Background: an optimization exercise with open tools, aiming at small area. Do not read the settings as production practice. At most, simulation tests tie the RTL to the original design; equivalence was not proved. No driver is modelled on the clock port, so clocking that relies on it looks cheaper here than on a real chip. Power figures rest on the tool's default switching activity, not on a simulated workload.

Setup of v11:
Design uart_axis_bridge, start of the top module:
module uart_axis_bridge(
	input clk,
	input rst_n,
	input uart_rx,
	input [12:0] x_axis,
	input [12:0] y_axis,
	input [12:0] z_axis,
	output uart_tx
    );
wire bps_start1,bps_start2;
wire clk_bps1,clk_bps2;
wire [7:0] rx_data;
wire rx_done;
speed_config speed_rx(
	.clk(clk),
	.bps_start(bps_start1),
	.clk_bps(clk_bps1)
);
uart_rx rx_i(
	.clk(clk),
	.rst_n(rst_n),
	.uart_rx(uart_rx),
	.clk_bps(clk_bps1),
	.bps_start(bps_start1),
	.rx_data(rx_data),
	.rx_done(rx_done)
);
speed_config speed_tx(
	.clk(clk),
	.bps_start(bps_start2),
	.clk_bps(clk_bps2)
);
uart_tx tx_i(
	.clk(clk),
	.rst_n(rst_n),
	.clk_bps(clk_bps2),
	.rx_data(rx_data),
	.x_axis(x_axis),
	.y_axis(y_axis),
	.z_axis(z_axis),
	.rx_done(rx_done),
	.uart_tx(uart_tx),
	.bps_start(bps_start2)
);
endmodule
Size in the first run: ~0.0021 sq mm of cells after synthesis.
export LEC_CHECK = 0
export CAP_MARGIN = 20
export CORE_MARGIN = 2
export CORE_UTILIZATION = 40
export SLEW_MARGIN = 20
create_clock -name core_clock -period 10.0 [get_ports {clk}]
run.sh (not shown) runs the stock make flow with config.mk's settings and CLKGATE_MAP_FILE= SYNTH_SCRIPT=/design/flow/synth_recipe.tcl, a recipe that flattens the netlist after the stock synthesis.
v11 | stages: all done | timing, DRC, antenna: all pass
Changes in v12 relative to v11:
==> flow/flow/run.sh (new file) <==
#!/bin/bash
# The standard layout, with the port buffers made of the smallest buffer cell.
set -euo pipefail
export BUFFER_PORTS_ARGS="-buffer_cell sky130_fd_sc_hd__buf_1"
bash standard.sh finish > make_finish.log 2>&1
==> flow/standard.sh (new file) <==
#!/bin/bash
# synth_recipe.tcl (not shown) runs the flow's synth.tcl, then flattens the netlist and writes it again
# the make line also repeats each setting of config.mk as NAME=value (left out here)
make -C /OpenROAD-flow-scripts/flow DESIGN_CONFIG=/design/flow/config.mk WORK_HOME=/design/flow/orfs CLKGATE_MAP_FILE= SYNTH_SCRIPT=/design/flow/synth_recipe.tcl "${@:-finish}"
removed: flow/run.sh
Results
- v12 vs v11: utilization down in v12
- Summary of the comparison: all-layer global routing usage is lower in v12, relative to v11.
- Going from v11 to v12, part of the cycle the worst path needs shrinks by 3.8 points.
- Looking at estimated wirelength of the detail-placed design, v12 sits below v11.
- v12 vs v11: routed wire length down by more than 10%
- Of v11 and v12, the higher clock transition time at the flip-flop clock pins of the worst setup and hold paths belongs to v11.


Setup of job 2271:
Another version of the RTL of uart_axis_bridge (not shown whole).
Size: about 150 cells after synthesis, about 48 flip-flops, roughly 43 I/O pins, about 0.0018 mm² of cells after synthesis.
==> flow/config.mk <==
export PLATFORM = sky130hd
export DESIGN_NAME = uart_axis_bridge
export DESIGN_NICKNAME = uart_axis_bridge
export VERILOG_FILES = /design/flow/design.v
export SDC_FILE = /design/flow/constraint.sdc
export NUM_CORES = 4
export LEC_CHECK = 0
export CAP_MARGIN = 20
export CORE_MARGIN = 2
export CORE_UTILIZATION = 40
export SLEW_MARGIN = 20
==> flow/constraint.sdc <==
create_clock -name core_clock -period 10.0 [get_ports {clk}]
set_input_delay 2.0000 -clock core_clock [delete_from_list [all_inputs] [get_ports {clk}]]
set_output_delay 2.0000 -clock core_clock [all_outputs]
set_load 0.01 [all_outputs]
standard.sh (not shown) runs the stock make flow with config.mk's settings and CLKGATE_MAP_FILE= SYNTH_SCRIPT=/design/flow/synth_recipe.tcl, a recipe that flattens the netlist after the stock synthesis.
==> flow/flow/run.sh <==
#!/bin/bash
# The standard layout, with four changes: ABC maps the logic for area, the
# port buffers are the smallest buffer cell, CTS adds no dummy loads and
# builds the tree of small buffers, and after CTS fix_clk.tcl makes the
# leaf buffers stronger only where a flip-flop clock pin would see a slow
# edge (and the root buffer, which drives only buffers, smaller).
set -euo pipefail
here=$(pwd)
export AREA_ABC_SCRIPT=$here/flow/abc.script
export BUFFER_PORTS_ARGS="-buffer_cell sky130_fd_sc_hd__buf_1"
export CTS_ARGS="-sink_clustering_enable -repair_clock_nets -dont_use_dummy_load -root_buf sky130_fd_sc_hd__clkbuf_4 -buf_list sky130_fd_sc_hd__clkbuf_4"
export POST_CTS_TCL=$here/flow/fix_clk.tcl
export CLK_SLEW_TARGET=0.115
export CLK_BUF_BIG=sky130_fd_sc_hd__clkbuf_8
export CLK_ROOT_BUF=sky130_fd_sc_hd__clkbuf_2
bash standard.sh SYNTH_SCRIPT=$here/flow/synth.tcl finish > make_finish.log 2>&1
==> flow/flow/fix_clk.tcl <==
# Clock tree buffers whose flip-flop clock pins would see a slow edge are
# made stronger; the others stay small.
estimate_parasitics -placement
set block [ord::get_db_block]
foreach inst [$block getInsts] {
  set master [[$inst getMaster] getName]
  if {![string match "sky130_fd_sc_hd__clkbuf_*" $master]} { continue }
  set net [[$inst findITerm X] getNet]
  if {$net == "NULL"} { continue }
  set worst 0.0
  foreach pin [get_pins -of_objects [get_nets [$net getName]]] {
    if {![string match "*/CLK" [get_full_name $pin]]} { continue }
    set s [get_property $pin slew_max]
    if {$s > $worst} { set worst $s }
  }
  if {$worst == 0.0} {
    # drives only other clock buffers
    if {$master != $::env(CLK_ROOT_BUF)} {
      puts "fix_clk: [$inst getName] drives no flip-flop, $master -> $::env(CLK_ROOT_BUF)"
      replace_cell [$inst getName] $::env(CLK_ROOT_BUF)
    }
  } elseif {$worst > $::env(CLK_SLEW_TARGET)} {
    puts "fix_clk: [$inst getName] clock pin slew $worst, $master -> $::env(CLK_BUF_BIG)"
    replace_cell [$inst getName] $::env(CLK_BUF_BIG)
  }
}
detailed_placement
check_placement -verbose
estimate_parasitics -placement
Other scripts of this flow, unchanged in this note and not shown: flow/flow/abc.script, flow/flow/synth.tcl
Inputs modified between job 2271 and job 7146:
diff --git a/flow/flow/run.sh b/flow/flow/run.sh
--- a/flow/flow/run.sh
+++ b/flow/flow/run.sh
@@ -14,3 +14,3 @@
 export CLK_BUF_BIG=sky130_fd_sc_hd__clkbuf_8
-export CLK_ROOT_BUF=sky130_fd_sc_hd__clkbuf_2
+export CLK_ROOT_BUF=sky130_fd_sc_hd__clkbuf_1
 bash standard.sh SYNTH_SCRIPT=$here/flow/synth.tcl finish > make_finish.log 2>&1
--- outcome ---
- Re worst max-slew margin expressed relative to the limit: job 7146 is 0.39 points down on job 2271.
- Job 7146: post-layout total power is 0.38% lower than what job 2271 reported.
- The static power due to leakage reported for job 7146 is smaller than that of job 2271 by 0.0030 nW.
- Job 7146: met3 routed wirelength is about 5% higher than what job 2271 reported.
- Total met2 wirelength after detailed routing: job 7146 < job 2271
diff inputs: job 7146 => job 9852
==> flow/flow/run.sh <==
#!/bin/bash
# The standard layout, with three changes: ABC maps the logic for area, the
# port buffers are the smallest buffer cell, and CTS adds no dummy loads.
set -euo pipefail
here=$(pwd)
export AREA_ABC_SCRIPT=$here/flow/abc.script
export BUFFER_PORTS_ARGS="-buffer_cell sky130_fd_sc_hd__buf_1"
export CTS_ARGS="-sink_clustering_enable -repair_clock_nets -dont_use_dummy_load"
bash standard.sh SYNTH_SCRIPT=$here/flow/synth.tcl finish > make_finish.log 2>&1
removed: flow/flow/fix_clk.tcl
==> notes.md <==
The post-route clock period utilization in job 9852 was lower than what job 7146 gave.
Taking job 7146 as 1.0, job 9852 lands at 1.05 on overall power after layout.
[compare] base=job 7146 new=job 9852: number of inserted filler cells in the final layout ~0 delta; worst hold slack -0.020 ns; met1 usage ~0 delta; met2 usage in global routing +0.21 points.
The combinational share of power reported for job 9852 is smaller than that of job 7146 by 0.3 points.
For the sequential cell area share, job 9852 came in 0.62 points lower than job 7146 did.
[compare] base=job 7146 new=job 9852: final area saw an increase; utilization after layout rose by 0.52 points; final worst setup slack went up by 0.23 ns.
No functional check of the RTL was part of any run of this note.


Another version of the RTL of uart_axis_bridge (not shown whole).
Size in the first run: about 43 I/O pins, ~1800 sq um of cells after synthesis.
// uart_axis_bridge
module uart_axis_bridge(
	input clk,
	input rst_n,
	input uart_rx,
	input [12:0] x_axis,
	input [12:0] y_axis,
	input [12:0] z_axis,
	output uart_tx
    );
clock: 10.0 ns
lec_check: 0
cap_margin: 20
core_margin: 2
core_utilization: 40
slew_margin: 20
==> flow/flow/run.sh <==
#!/bin/bash
# The standard layout, with three changes: ABC maps the logic for area, the
# port buffers are the smallest buffer cell, and CTS adds no dummy loads.
set -euo pipefail
here=$(pwd)
export AREA_ABC_SCRIPT=$here/flow/abc.script
export BUFFER_PORTS_ARGS="-buffer_cell sky130_fd_sc_hd__buf_1"
export CTS_ARGS="-sink_clustering_enable -repair_clock_nets -dont_use_dummy_load -buf_list sky130_fd_sc_hd__clkbuf_8 -sink_clustering_size 17"
bash standard.sh SYNTH_SCRIPT=$here/flow/synth.tcl finish > make_finish.log 2>&1
==> flow/flow/abc.script <==
strash
dch -f
amap -F 20 -A 40
topo
==> flow/flow/synth.tcl <==
# The standard flow's synthesis script (synth_recipe.tcl), with ABC mapping the logic for
# area instead of speed. Everything but the ABC script is unchanged, so the
# registers are the standard synthesis's.
proc synth {args} { yosys synth -nofsm -noshare {*}$args }
proc abc {args} {
  set i [lsearch -exact $args -script]
  lset args [expr {$i + 1}] $::env(AREA_ABC_SCRIPT)
  yosys abc {*}$args
}
source $::env(SCRIPTS_DIR)/synth.tcl
# left out here: clear keep_hierarchy, flatten, clean up, hide names made inside functions, write 1_2_yosys.v
Change:
--- a/flow/flow/run.sh
+++ b/flow/flow/run.sh
@@ -7,3 +7,3 @@
 export BUFFER_PORTS_ARGS="-buffer_cell sky130_fd_sc_hd__buf_1"
-export CTS_ARGS="-sink_clustering_enable -repair_clock_nets -dont_use_dummy_load -buf_list sky130_fd_sc_hd__clkbuf_8 -sink_clustering_size 17"
+export CTS_ARGS="-sink_clustering_enable -repair_clock_nets -dont_use_dummy_load -buf_list sky130_fd_sc_hd__clkbuf_8 -sink_clustering_size 25 -sink_clustering_max_diameter 200"
 bash standard.sh SYNTH_SCRIPT=$here/flow/synth.tcl finish > make_finish.log 2>&1
=>
- The changed run produced a clean layout
- critical path depth does not change
- combinational power stays flat
- power stays the same
- clock-buffer cell count does not change
- setup slack does not change
- final area does not change
- via count is unchanged


uart_axis_bridge, a different RTL version from the one above (not shown whole).
For scale: about 180 cells after synthesis, ~43 I/O pins.
==> flow/config.mk <==
export PLATFORM = sky130hd
export DESIGN_NAME = uart_axis_bridge
export DESIGN_NICKNAME = uart_axis_bridge
export VERILOG_FILES = /design/flow/design.v
export SDC_FILE = /design/flow/constraint.sdc
export NUM_CORES = 4
export LEC_CHECK = 0
export CAP_MARGIN = 20
export CORE_MARGIN = 2
export CORE_UTILIZATION = 40
export SLEW_MARGIN = 20
==> flow/constraint.sdc <==
create_clock -name core_clock -period 10.0 [get_ports {clk}]
set_input_delay 2.0000 -clock core_clock [delete_from_list [all_inputs] [get_ports {clk}]]
set_output_delay 2.0000 -clock core_clock [all_outputs]
set_load 0.01 [all_outputs]
==> flow/flow/run.sh <==
#!/bin/bash
# The standard layout, with the port buffers made of the smallest buffer cell.
set -euo pipefail
export BUFFER_PORTS_ARGS="-buffer_cell sky130_fd_sc_hd__buf_1"
bash standard.sh finish > make_finish.log 2>&1
Then changed:
==> flow/flow/run.sh (replaced) <==
#!/bin/bash
set -euo pipefail
export BUFFER_PORTS_ARGS="-buffer_cell sky130_fd_sc_hd__buf_1"
export CTS_ARGS="-sink_clustering_enable -repair_clock_nets -dont_use_dummy_load"
bash standard.sh finish > make_finish.log 2>&1
Effect: Design area is lower by about 3%. Register-to-register slack stays flat. Flip-flop and latch count stays the same. Power is lower by 13%. Combinational power hardly moves. Hold slack stays flat. Cell count is lower by about 1%. Worst setup slack improved by 0.0065 ns.
No run of this note included a check of the RTL's function; only the layout flow was run.


The RTL this note starts from:
==> flow/design.v <==
module speed_rx(
	input clk,
	input bps_start,
	output clk_bps,
	output at_436
    );
localparam [9:0] INV = 10'b1110100010;
localparam [9:0] LOAD = 10'b0001100011;	 
localparam [9:0] G = 10'b0011100110;	 
localparam [9:0] J = 10'b0000100000;	 
localparam [9:0] JUMP = 10'b0000101000;	 
reg [9:0] t;
wire [9:0] s = t ^ INV;
assign clk_bps = ~s[0] & ~s[1] & s[2] & ~s[4] & ~s[5] & ~s[6] & ~s[7] & ~s[8];
assign at_436 = ~s[0] & ~s[1] & ~s[2] & s[3] & ~s[4] & ~s[6] & ~s[8] & ~s[9];
wire [9:0] shifted = {s[8:0], s[6] ^ s[9]};
wire [9:0] counted = clk_bps ? (shifted & ~J) | (JUMP & J) : shifted;
wire [9:0] s_next = bps_start ? counted : (counted & ~G) | (LOAD & G);
always @(posedge clk)
	t <= s_next ^ INV;
endmodule
module speed_tx(
	input clk,
	input bps_start,
	output clk_bps
    );
localparam [9:0] INV = 10'b0011000100;
localparam [9:0] LOAD = 10'b0011000000;	 
localparam [9:0] G = 10'b0101000100;	 
localparam [9:0] J = 10'b0100001000;	 
localparam [9:0] JUMP = 10'b0000100001;	 
reg [9:0] t;
wire [9:0] s = t ^ INV;
assign clk_bps = ~s[0] & ~s[1] & s[2] & ~s[3] & s[4] & ~s[5] & ~s[6] & s[7] & ~s[8];
wire [9:0] shifted = {s[8:0], s[2] ^ s[9]};
wire [9:0] counted = clk_bps ? (shifted & ~J) | (JUMP & J) : shifted;
wire [9:0] s_next = bps_start ? counted : (counted & ~G) | (LOAD & G);
always @(posedge clk)
	t <= s_next ^ INV;
endmodule
module uart_rx(
	input clk,
	input rst_n,
	input uart_rx,
	input clk_bps,
	input at_436,
	output bps_start,
	output [7:0] rx_data,
	output rx_done
    );
reg [2:0] q;
wire neg_uart_rx = q[2];
always @(posedge clk or negedge rst_n) begin
	if (!rst_n)
		q <= 3'b000;
	else
		q <= {~uart_rx & q[1] & ~q[0], q[0] & (uart_rx | q[1]), uart_rx};
end
reg rx_int;
reg sr0;
reg [8:1] srs;
localparam [8:1] SRINV = 8'b10110100;
wire [8:1] sr = srs ^ SRINV;
wire last = sr0 & at_436;
always @(posedge clk or negedge rst_n) begin
	if (!rst_n)
		rx_int <= 1'b0;
	else if (neg_uart_rx)
		rx_int <= 1'b1;
	else if (last)
		rx_int <= 1'b0;
end
always @(posedge clk or negedge rst_n) begin
	if (!rst_n)
		sr0 <= 1'b1;
	else if (clk_bps)
		sr0 <= sr[1] & ~sr0;
end
always @(posedge clk) begin
	if (clk_bps)
		srs <= (sr0 ? 8'b1000_0000 : {uart_rx, sr[8:2]}) ^ SRINV;
end
assign bps_start = rx_int;
assign rx_data = sr[8:1];
assign rx_done = last & ~neg_uart_rx;
endmodule
module uart_tx(
	input clk,
	input rst_n,
	input clk_bps,
	input [7:0] rx_data,
	input [12:0] x_axis,
	input [12:0] y_axis,
	input [12:0] z_axis,
	input rx_done,
	output uart_tx,
	output bps_start
    );
reg [1:0] d;
wire go = d[1] & ~d[0];
always @(posedge clk or negedge rst_n) begin
	if (!rst_n)
		d <= 2'b00;
	else
		d <= {d[0], rx_done | (d[0] & ~d[1])};
end
wire cmd = ~rx_data[7] & rx_data[6] & rx_data[4] & rx_data[3] & ~rx_data[2];
wire sx = cmd & ~rx_data[1] & ~rx_data[0];
wire sy = cmd & ~rx_data[1] & rx_data[0];
wire sz = cmd & rx_data[1] & ~rx_data[0];
wire sxl = sx & rx_data[5], syl = sy & rx_data[5], szl = sz & rx_data[5];
wire sxh = sx & ~rx_data[5], syh = sy & ~rx_data[5], szh = sz & ~rx_data[5];
wire [7:0] lo = (x_axis[7:0] & {8{sxl}}) | (y_axis[7:0] & {8{syl}}) | (z_axis[7:0] & {8{szl}});
wire [4:0] hi = (x_axis[12:8] & {5{sxh}}) | (y_axis[12:8] & {5{syh}}) | (z_axis[12:8] & {5{szh}});
wire [7:0] reply = lo | {{3{hi[4]}}, hi};
reg [7:0] tx_data;
always @(posedge clk) begin
	if (go)
		tx_data <= reply;
end
reg [3:0] m;
reg uart_tx_r;
wire idle = m[3] & ~m[1] & m[0];	 
always @(posedge clk or negedge rst_n) begin
	if (!rst_n) begin
		m <= 4'd9;
		uart_tx_r <= 1'b1;
	end else begin
		if (go & idle)
			m <= 4'd15;
		else if (clk_bps)
			m <= m + 1'b1;
		if (clk_bps)
			uart_tx_r <= m[3] ? ~m[0] : tx_data[m[2:0]];
	end
end
assign uart_tx = uart_tx_r;
assign bps_start = ~idle;
endmodule
module uart_axis_bridge(
	input clk,
	input rst_n,
	input uart_rx,
	input [12:0] x_axis,
	input [12:0] y_axis,
	input [12:0] z_axis,
	output uart_tx
    );
wire bps_start1,bps_start2;
wire clk_bps1,clk_bps2;
wire at_436_1;
wire [7:0] rx_data;
wire rx_done;
speed_rx speed_rx(
	.clk(clk),
	.bps_start(bps_start1),
	.clk_bps(clk_bps1),
	.at_436(at_436_1)
);
uart_rx rx_i(
	.clk(clk),
	.rst_n(rst_n),
	.uart_rx(uart_rx),
	.clk_bps(clk_bps1),
	.at_436(at_436_1),
	.bps_start(bps_start1),
	.rx_data(rx_data),
	.rx_done(rx_done)
);
speed_tx speed_tx(
	.clk(clk),
	.bps_start(bps_start2),
	.clk_bps(clk_bps2)
);
uart_tx tx_i(
	.clk(clk),
	.rst_n(rst_n),
	.clk_bps(clk_bps2),
	.rx_data(rx_data),
	.x_axis(x_axis),
	.y_axis(y_axis),
	.z_axis(z_axis),
	.rx_done(rx_done),
	.uart_tx(uart_tx),
	.bps_start(bps_start2)
);
endmodule
==> flow/config.mk <==
export PLATFORM = sky130hd
export DESIGN_NAME = uart_axis_bridge
export DESIGN_NICKNAME = uart_axis_bridge
export VERILOG_FILES = /design/flow/design.v
export SDC_FILE = /design/flow/constraint.sdc
export NUM_CORES = 4
export LEC_CHECK = 0
export CAP_MARGIN = 20
export CORE_MARGIN = 2
export CORE_UTILIZATION = 55
export PLACE_DENSITY = 0.7
export SLEW_MARGIN = 20
==> flow/constraint.sdc <==
create_clock -name core_clock -period 10.0 [get_ports {clk}]
set_input_delay 2.0000 -clock core_clock [delete_from_list [all_inputs] [get_ports {clk}]]
set_output_delay 2.0000 -clock core_clock [all_outputs]
set_load 0.01 [all_outputs]
==> flow/flow/run.sh <==
#!/bin/bash
# The standard layout, with four changes: ABC maps the logic for area, the
# port buffers are the smallest buffer cell, CTS adds no dummy loads and
# builds the tree of small buffers, and after CTS fix_clk.tcl makes the
# leaf buffers stronger only where a flip-flop clock pin would see a slow
# edge (and the root buffer, which drives only buffers, smaller).
set -euo pipefail
here=$(pwd)
export AREA_ABC_SCRIPT=$here/flow/abc.script
export BUFFER_PORTS_ARGS="-buffer_cell sky130_fd_sc_hd__buf_1"
export CTS_ARGS="-sink_clustering_enable -repair_clock_nets -dont_use_dummy_load -root_buf sky130_fd_sc_hd__clkbuf_4 -buf_list sky130_fd_sc_hd__clkbuf_4"
export POST_CTS_TCL=$here/flow/fix_clk.tcl
export CLK_SLEW_TARGET=0.122
export CLK_BUF_BIG=sky130_fd_sc_hd__clkbuf_8
export CLK_ROOT_BUF=sky130_fd_sc_hd__clkbuf_1
bash standard.sh SYNTH_SCRIPT=$here/flow/synth.tcl finish > make_finish.log 2>&1
==> flow/flow/fix_clk.tcl <==
# Clock tree buffers whose flip-flop clock pins would see a slow edge are
# made stronger; the others stay small.
estimate_parasitics -placement
set block [ord::get_db_block]
foreach inst [$block getInsts] {
  set master [[$inst getMaster] getName]
  if {![string match "sky130_fd_sc_hd__clkbuf_*" $master]} { continue }
  set net [[$inst findITerm X] getNet]
  if {$net == "NULL"} { continue }
  set worst 0.0
  foreach pin [get_pins -of_objects [get_nets [$net getName]]] {
    if {![string match "*/CLK" [get_full_name $pin]]} { continue }
    set s [get_property $pin slew_max]
    if {$s > $worst} { set worst $s }
  }
  if {$worst == 0.0} {
    # drives only other clock buffers
    if {$master != $::env(CLK_ROOT_BUF)} {
      puts "fix_clk: [$inst getName] drives no flip-flop, $master -> $::env(CLK_ROOT_BUF)"
      replace_cell [$inst getName] $::env(CLK_ROOT_BUF)
    }
  } elseif {$worst > $::env(CLK_SLEW_TARGET)} {
    puts "fix_clk: [$inst getName] clock pin slew $worst, $master -> $::env(CLK_BUF_BIG)"
    replace_cell [$inst getName] $::env(CLK_BUF_BIG)
  }
}
detailed_placement
check_placement -verbose
estimate_parasitics -placement
Scripts as last shown in full above: flow/flow/abc.script, flow/flow/synth.tcl
Rerun with:
--- a/flow/flow/run.sh
+++ b/flow/flow/run.sh
@@ -12,3 +12,3 @@
 export POST_CTS_TCL=$here/flow/fix_clk.tcl
-export CLK_SLEW_TARGET=0.122
+export CLK_SLEW_TARGET=0.115
 export CLK_BUF_BIG=sky130_fd_sc_hd__clkbuf_8
Settings changed: CORE_UTILIZATION 55 to 70, PLACE_DENSITY 0.7 to 0.85.
The new run completed with no timing, DRC or antenna violations.
Cell area decreases slightly.
Utilization increases by 16 points.
Maximum frequency decreases slightly.
Worst setup slack is worse by 0.062 ns.
Wire length increases by about a fifth.
Flip-flop and latch count is unchanged.
Area after synthesis stays the same.
Hold slack is better by 0.0041 ns.
Via count increases by a few percent.
Sequential share of layout area increases by 0.51 points.
Rerun with:
Settings changed: CAP_MARGIN 20 to 0, CORE_UTILIZATION 70 to 40, PLACE_DENSITY 0.85 to unset, SLEW_MARGIN 20 to 0.
Outcome: The new run finished clean; power came out higher by 1.9%; non-clock buffer count does not change; clock skew came out higher by 0.0084 ns; count of clock-buffer cells in the layout does not change.
Rerun with:
Settings changed: CAP_MARGIN 0 to 20, SLEW_MARGIN 0 to 20.
Area after synthesis stays the same.
Hold slack stays the same.
Routed wire length does not change.
Die area is unchanged.
Synthesized cell count is unchanged.
Via count does not change.
Utilization does not change.
Non-clock buffer count stays the same.
Global-route usage stays the same.
Rerun with:
Settings changed: CORE_UTILIZATION 40 to 55, PLACE_DENSITY set to 0.7.
After rerunning:
- The new run went through all stages and came out clean
- clock power fell by 15%
- clock-buffer cell count is unchanged
- routed wire length fell by 12%
- final cell count fell by 3.2%

[separate check: timing with driven ports]
The results above use ideal ports. As a check the final layouts listed here were re-extracted and re-timed, cells and wires unchanged.
Step 1, drivers: a clkbuf_16 drives clk and a buf_2 each remaining input, both assumed.
Step 2 times the ports against the registers' clock, not the clock port: input delays grow and output delays shrink by t, the midpoint of the rising clock arrivals with the driver on.
Three values: no drivers, after step 1, after step 2; two values: the first two.
| run | t (ns) | setup WS [ns] | hold slack, ns | slew at the worst register clock pin (ns) | worst slew at a driven data input, ns |
|---|---|---|---|---|---|
| v11 | 0.319 | 6.644 / 6.619 / 6.607 | 0.381 / 0.381 / 0.381 | 0.10 / 0.10 | 0.05 |
| v12 | 0.319 | 7.023 / 6.996 / 6.938 | 0.380 / 0.380 / 0.380 | 0.09 / 0.09 | 0.05 |
| job 2271 | 0.373 | 6.958 / 6.935 / 6.917 | 0.357 / 0.357 / 0.357 | 0.10 / 0.10 | 0.05 |
| job 7146 | 0.510 | 6.818 / 6.796 / 6.925 | 0.354 / 0.354 / 0.354 | 0.10 / 0.10 | 0.05 |
| job 9852 | 0.311 | 7.049 / 7.024 / 6.882 | 0.334 / 0.334 / 0.334 | 0.08 / 0.08 | 0.05 |
| the first run of note 3 | 0.305 | 7.042 / 7.017 / 6.984 | 0.370 / 0.370 / 0.370 | 0.08 / 0.08 | 0.05 |
| the second run of note 3 | 0.305 | 7.042 / 7.017 / 6.984 | 0.370 / 0.370 / 0.370 | 0.08 / 0.08 | 0.05 |
| the first run of note 4 | 0.323 | 7.017 / 6.992 / 6.959 | 0.370 / 0.370 / 0.370 | 0.09 / 0.09 | 0.04 |
| the second run of note 4 | 0.324 | 7.024 / 6.998 / 6.950 | 0.370 / 0.370 / 0.370 | 0.09 / 0.09 | 0.04 |
| the first run of note 5 | 0.436 | 6.918 / 6.894 / 6.971 | 0.358 / 0.358 / 0.358 | 0.11 / 0.11 | 0.04 |
| the second run of note 5 | 0.495 | 6.856 / 6.836 / 6.886 | 0.362 / 0.362 / 0.362 | 0.11 / 0.11 | 0.04 |
| the third run of note 5 | 0.534 | 6.815 / 6.791 / 6.977 | 0.357 / 0.357 / 0.357 | 0.10 / 0.11 | 0.05 |
| the fourth run of note 5 | 0.534 | 6.815 / 6.791 / 6.977 | 0.357 / 0.357 / 0.357 | 0.10 / 0.11 | 0.05 |
| the fifth run of note 5 | 0.436 | 6.918 / 6.894 / 6.971 | 0.358 / 0.358 / 0.358 | 0.11 / 0.11 | 0.04 |
After both steps every run listed still meets setup and hold. The setup slack of job 9852, which loses most, moves by -0.025 ns with the drivers and by -0.167 ns with both steps.
